What follows belongs to an exercise in optimizing a design on an open flow for small area, a short achievable clock period and few clock cycles per item; a production flow would make more cautious choices.
Function was checked by simulation only, so behaviour that the tests miss may differ from the original.

Design lwc, start of the top module:
module lwc (
  input  wire        clk,
  input  wire        rst,
  input  wire [31:0] pdi_data,
  input  wire        pdi_valid,
  output wire        pdi_ready,
  input  wire [31:0] sdi_data,
  input  wire        sdi_valid,
  output wire        sdi_ready,
  output wire [31:0] do_data,
  output wire        do_last,
  output wire        do_valid,
  input  wire        do_ready
);
  reg [319:0] st;           
  reg [127:0] key;
  reg [127:0] blk;          
  localparam BT_NONCE = 2'd0, BT_AD = 2'd1, BT_MSG = 2'd2, BT_TAG = 2'd3;
  localparam P_INSTR = 4'd0, P_KEY = 4'd1, P_NHDR = 4'd2, P_NONCE = 4'd3,
             P_AHDR = 4'd4, P_AD = 4'd5, P_APAD = 4'd6, P_MHDR = 4'd7,
             P_MSG = 4'd8, P_MPAD = 4'd9, P_THDR = 4'd10, P_TAG = 4'd11;
  localparam C_IDLE = 2'd0, C_PERM = 2'd1, C_TAG = 2'd2;
  localparam O_IDLE = 3'd0, O_DATA = 3'd1, O_THDR = 3'd2, O_TAG = 3'd3, O_STAT = 3'd4;
  reg        b_rdy;
  reg [1:0]  b_type;
  reg [4:0]  b_n;           
  reg        b_last;        
  reg [1:0]  wc;            
  reg [3:0]  ps;
  reg        p_dec;
  reg [15:0] rem;           
  reg        rle4, req4;    
  reg [2:0]  kcnt;
  reg [1:0]  kq;            
  reg [1:0]  cs;
  reg [3:0]  rnd;
  reg        lrnd;          
  reg        c_init;        
  reg        c_final;       
  reg        dpend;         
  reg [2:0]  os;
  reg        o_dec;
  reg        hdr_pend;
  reg        o_final;
  reg        tag_rdy;
  reg        fail;
  reg [1:0]  o_idx;
  reg [3:0]  obusy;         
  reg [31:0] od;
  reg        ol, ov;
  reg        pr, sr;
  reg [3:0]  wsel;          
  assign do_data   = od;
  assign do_last   = ol;
  assign do_valid  = ov;
  assign pdi_ready = pr;
  assign sdi_ready = sr;
  wire [63:0] x0 = st[319:256], x1 = st[255:192], x2 = st[191:128],
              x3 = st[127:64],  x4 = st[63:0];
  wire [7:0]  rc = {~rnd, rnd};
  wire [63:0] a0 = x0 ^ x4;
  wire [63:0] a2 = x2 ^ x1 ^ {56'd0, rc};
  wire [63:0] a4 = x4 ^ x3;
  wire [63:0] b0 = a0 ^ (~x1 & a2);
  wire [63:0] b1 = x1 ^ (~a2 & x3);
  wire [63:0] b2 = a2 ^ (~x3 & a4);
  wire [63:0] b3 = x3 ^ (~a4 & a0);
  wire [63:0] b4 = a4 ^ (~a0 & x1);
  wire [63:0] c0 = b0 ^ b4;
  ...
Size in the first run: ~5800 cells after synthesis, about 720 flip-flops.
clock: 6.0 ns
lec_check: 0
cap_margin: 20
core_margin: 2
core_utilization: 50
place_density: 0.7
setup_slack_margin: 3.0
slew_margin: 60
run.sh (not shown) runs the stock make flow with config.mk's settings and CLKGATE_MAP_FILE= SYNTH_SCRIPT=/design/flow/synth_recipe.tcl, a recipe that flattens the netlist after the stock synthesis.
The first run completed without violations.
Testbench counts at the start, summed over its fixed seeds: cycles 19,275, bytes 20,910.
Then changed:
Settings changed: CTS_CLUSTER_DIAMETER set to 90, CTS_CLUSTER_SIZE set to 20, SLEW_MARGIN 60 to 20.
Outcome: Worst setup slack loses 0.056 ns. Critical path depth does not change. Non-clock buffer count falls by 89. Cell count falls by 2.2%. Worst hold slack gains 0.012 ns.

* * *

Starting RTL as in the previous note.
clock: 6.0 ns
lec_check: 0
cap_margin: 20
core_margin: 2
core_utilization: 50
cts_buf_list: sky130_fd_sc_hd__clkbuf_4 sky130_fd_sc_hd__clkbuf_8
place_density: 0.7
setup_slack_margin: 3.0
slew_margin: 20
Testbench counts at the start, summed over its fixed seeds: cycles 19,275, bytes 20,910.
Edit:
CTS_BUF_LIST = not set   (was sky130_fd_sc_hd__clkbuf_4 sky130_fd_sc_hd__clkbuf_8)
Outcome:
- The new run completed without violations
- flip-flop and latch count does not change
- critical path depth is unchanged
- design area rises slightly
Edit:
CTS_CLUSTER_DIAMETER = 90   (was not set)
CTS_CLUSTER_SIZE = 20   (was not set)
SLEW_MARGIN = 60   (was 20)
What happened: The new run passed the timing, design-rule and antenna checks. Synthesized area is unchanged. Wire length shrinks by about 0.6%.

* * *

job 3673:
lwc, a different RTL version from the one above (not shown whole).
For scale: roughly 5700 cells after synthesis, about 720 flip-flops, roughly 110 I/O pins, about 54000 sq um of cells after synthesis.
## lwc
module lwc (
  input  wire        clk,
  input  wire        rst,
  input  wire [31:0] pdi_data,
  input  wire        pdi_valid,
  output wire        pdi_ready,
  input  wire [31:0] sdi_data,
  input  wire        sdi_valid,
  output wire        sdi_ready,
  output wire [31:0] do_data,
  output wire        do_last,
  output wire        do_valid,
  input  wire        do_ready
);
  reg [319:0] st;           
  reg [127:0] key;
  reg [127:0] blk;          
  localparam BT_NONCE = 2'd0, BT_AD = 2'd1, BT_MSG = 2'd2, BT_TAG = 2'd3;
  localparam P_INSTR = 4'd0, P_KEY = 4'd1, P_NHDR = 4'd2, P_NONCE = 4'd3,
             P_AHDR = 4'd4, P_AD = 4'd5, P_APAD = 4'd6, P_MHDR = 4'd7,
             P_MSG = 4'd8, P_MPAD = 4'd9, P_THDR = 4'd10, P_TAG = 4'd11;
  localparam C_IDLE = 2'd0, C_PERM = 2'd1, C_TAG = 2'd2;
  localparam O_IDLE = 3'd0, O_DATA = 3'd1, O_THDR = 3'd2, O_TAG = 3'd3, O_STAT = 3'd4;
  reg        b_rdy;
  reg [1:0]  b_type;
  reg [4:0]  b_n;           
  reg        b_last;        
  reg [1:0]  wc;            
  reg [3:0]  ps;
  reg        p_dec;
  reg [15:0] rem;           
  reg        rle4, req4;    
  reg [2:0]  kcnt;
  reg [1:0]  kq;            
  reg [1:0]  cs;
  reg [3:0]  rnd;
  reg        lrnd;          
  reg        c_init;        
  ...
make LEC_CHECK=0 CAP_MARGIN=20 CORE_MARGIN=2 CORE_UTILIZATION=50 CTS_CLUSTER_DIAMETER=90 CTS_CLUSTER_SIZE=20 PLACE_DENSITY=0.7 SETUP_SLACK_MARGIN=2.8 SLEW_MARGIN=20 finish   # period 6.0 ns
Testbench counts of job 3673, summed over its fixed seeds: cycles 19,275, bytes 20,910.
Changes in job 8760 relative to job 3673:
# job 3673
export LEC_CHECK = 0
export CAP_MARGIN = 20
export CORE_MARGIN = 2
export CORE_UTILIZATION = 50
export CTS_CLUSTER_DIAMETER = 90
export CTS_CLUSTER_SIZE = 20
export PLACE_DENSITY = 0.7
export SETUP_SLACK_MARGIN = 2.8
export SLEW_MARGIN = 20
create_clock -name core_clock -period 6.0 [get_ports {clk}]
# job 8760
export LEC_CHECK = 0
export CAP_MARGIN = 20
export CORE_MARGIN = 2
export CORE_UTILIZATION = 45
export CTS_CLUSTER_DIAMETER = 90
export CTS_CLUSTER_SIZE = 20
export PLACE_DENSITY = 0.65
export SETUP_SLACK_MARGIN = 3.0
export SLEW_MARGIN = 20
create_clock -name core_clock -period 6.0 [get_ports {clk}]
--- outcome ---
From job 3673 to job 8760 the numbers moved as follows: count of multi-input combinational gates level; total routing usage reported by global routing decreased by 2.3 points relative to the old numbers; die footprint has increased; post-route standard cell area excluding fillers grew by about 3.6%; diode insertion count for antenna repair went down.
Compared with job 3673, in job 8760 non-clock buffer count +28%; biggest fanout along the worst timing path -1.
Job 8760 ended up with st[23] as its startpoint of the worst setup timing path; job 3673 ended up with blk[43].
Diff job 3673 and job 8760: routability congestion estimate from global placement lower in job 8760
The inputs of job 147 differ from those of job 8760 as listed below.
# job 8760
export LEC_CHECK = 0
export CAP_MARGIN = 20
export CORE_MARGIN = 2
export CORE_UTILIZATION = 45
export CTS_CLUSTER_DIAMETER = 90
export CTS_CLUSTER_SIZE = 20
export PLACE_DENSITY = 0.65
export SETUP_SLACK_MARGIN = 3.0
export SLEW_MARGIN = 20
create_clock -name core_clock -period 6.0 [get_ports {clk}]
# job 147
export LEC_CHECK = 0
export CAP_MARGIN = 20
export CORE_MARGIN = 2
export CORE_UTILIZATION = 40
export CTS_CLUSTER_DIAMETER = 90
export CTS_CLUSTER_SIZE = 20
export PLACE_DENSITY = 0.6
export SETUP_SLACK_MARGIN = 3.0
export SLEW_MARGIN = 20
create_clock -name core_clock -period 6.0 [get_ports {clk}]
As far as overflow left after global routing goes, job 147 and job 8760 are indistinguishable; the numbers are identical. Sort job 147 and job 8760 by proportion of cell area occupied by registers desc -> top: job 8760. Compared with job 8760, in job 147 area of the multi-input gates stayed essentially flat, utilization fell by 5.4 points. Per the comparison of job 147 with job 8760, setup slack after layout has decreased; headroom to the max-slew limit went up by 0.65 points; clock tree cell share of total cell area up 0.15 points; total setup buffers inserted after CTS increased 18.
Modified inputs, job 5784 compared to job 147
# job 147
export LEC_CHECK = 0
export CAP_MARGIN = 20
export CORE_MARGIN = 2
export CORE_UTILIZATION = 40
export CTS_CLUSTER_DIAMETER = 90
export CTS_CLUSTER_SIZE = 20
export PLACE_DENSITY = 0.6
export SETUP_SLACK_MARGIN = 3.0
export SLEW_MARGIN = 20
create_clock -name core_clock -period 6.0 [get_ports {clk}]
# job 5784
export LEC_CHECK = 0
export CAP_MARGIN = 20
export CORE_MARGIN = 2
export CORE_UTILIZATION = 50
export CTS_CLUSTER_DIAMETER = 90
export CTS_CLUSTER_SIZE = 20
export PLACE_DENSITY = 0.7
export SETUP_SLACK_MARGIN = 3.1
export SLEW_MARGIN = 20
create_clock -name core_clock -period 6.0 [get_ports {clk}]
--- outcome ---
Job 5784 vs. job 147: global router's overall resource usage +6.9 points, cell count -about 4.3%.
[inputs] job 6755 vs job 5784
# job 5784
export LEC_CHECK = 0
export CAP_MARGIN = 20
export CORE_MARGIN = 2
export CORE_UTILIZATION = 50
export CTS_CLUSTER_DIAMETER = 90
export CTS_CLUSTER_SIZE = 20
export PLACE_DENSITY = 0.7
export SETUP_SLACK_MARGIN = 3.1
export SLEW_MARGIN = 20
create_clock -name core_clock -period 6.0 [get_ports {clk}]
# job 6755
export LEC_CHECK = 0
export CAP_MARGIN = 20
export CORE_MARGIN = 2
export CORE_UTILIZATION = 50
export CTS_CLUSTER_DIAMETER = 90
export CTS_CLUSTER_SIZE = 20
export PLACE_DENSITY = 0.7
export SETUP_SLACK_MARGIN = 3.0
export SLEW_MARGIN = 20
create_clock -name core_clock -period 6.0 [get_ports {clk}]
## What came out
- Looking at capture point of the critical path, the st[82] result is from job 5784; the st[6] one comes from job 6755.
- In job 6755, worst reg-to-reg path cell count is lower than in job 5784.
- Hold-critical path depth came out exactly the same in job 5784 and job 6755.
- Wire length on met2: higher on job 6755
- Tightest hold margin ends up higher on job 5784.
- Looking at worst setup slack, job 6755 sits 0.033 ns higher than job 5784 does.
- Job 6755 finished end to end and its layout was clean on timing, DRC and antenna.
- Changes observed in job 6755 relative to job 5784: insertion delay to the later sink of the worst-skew pair level; share of the core filled with cells now smaller; area added between synthesis and finish lower.

[re-timing with driven ports]
The results above use ideal ports. As a check the final layouts listed here were re-extracted and re-timed, cells and wires unchanged.
Step 1: set_driving_cell puts a clkbuf_16 on clk and a buf_2 on each other input, an assumption about the parent block.
Step 2, shift: input delay + t, output delay - t, t = (earliest + latest rising clock arrival at the registers) / 2. This alone moves slack from input paths to output paths.
a / b / c = ideal ports / drivers / drivers and shift; a / b = the first two.
run	t, ns	setup WS [ns]	hold slack, ns	worst setup path at the end
the first run of note 1	0.796	2.877 / 2.877 / 2.204	0.488 / 0.488 / 0.488	input to register
the second run of note 1	0.765	2.820 / 2.820 / 2.222	0.500 / 0.500 / 0.500	input to register
the first run of note 2	0.959	2.763 / 2.763 / 2.132	0.490 / 0.490 / 0.490	input to register
the second run of note 2	0.772	2.841 / 2.841 / 2.248	0.487 / 0.487 / 0.487	input to register
the third run of note 2	0.766	2.876 / 2.876 / 2.295	0.495 / 0.495 / 0.495	input to register
job 3673	0.810	2.535 / 2.535 / 2.175	0.490 / 0.490 / 0.490	input to register
job 8760	0.780	2.812 / 2.812 / 2.351	0.481 / 0.481 / 0.481	input to register
job 147	0.793	2.798 / 2.798 / 2.316	0.481 / 0.481 / 0.481	input to register
job 5784	0.799	2.884 / 2.884 / 2.460	0.484 / 0.484 / 0.484	input to register
job 6755	0.802	2.917 / 2.917 / 2.182	0.476 / 0.476 / 0.476	input to register
After both steps every run listed still meets setup and hold. For job 6755, which loses most, drivers alone change the setup slack by 0.000 ns; drivers and shift together by -0.735 ns.
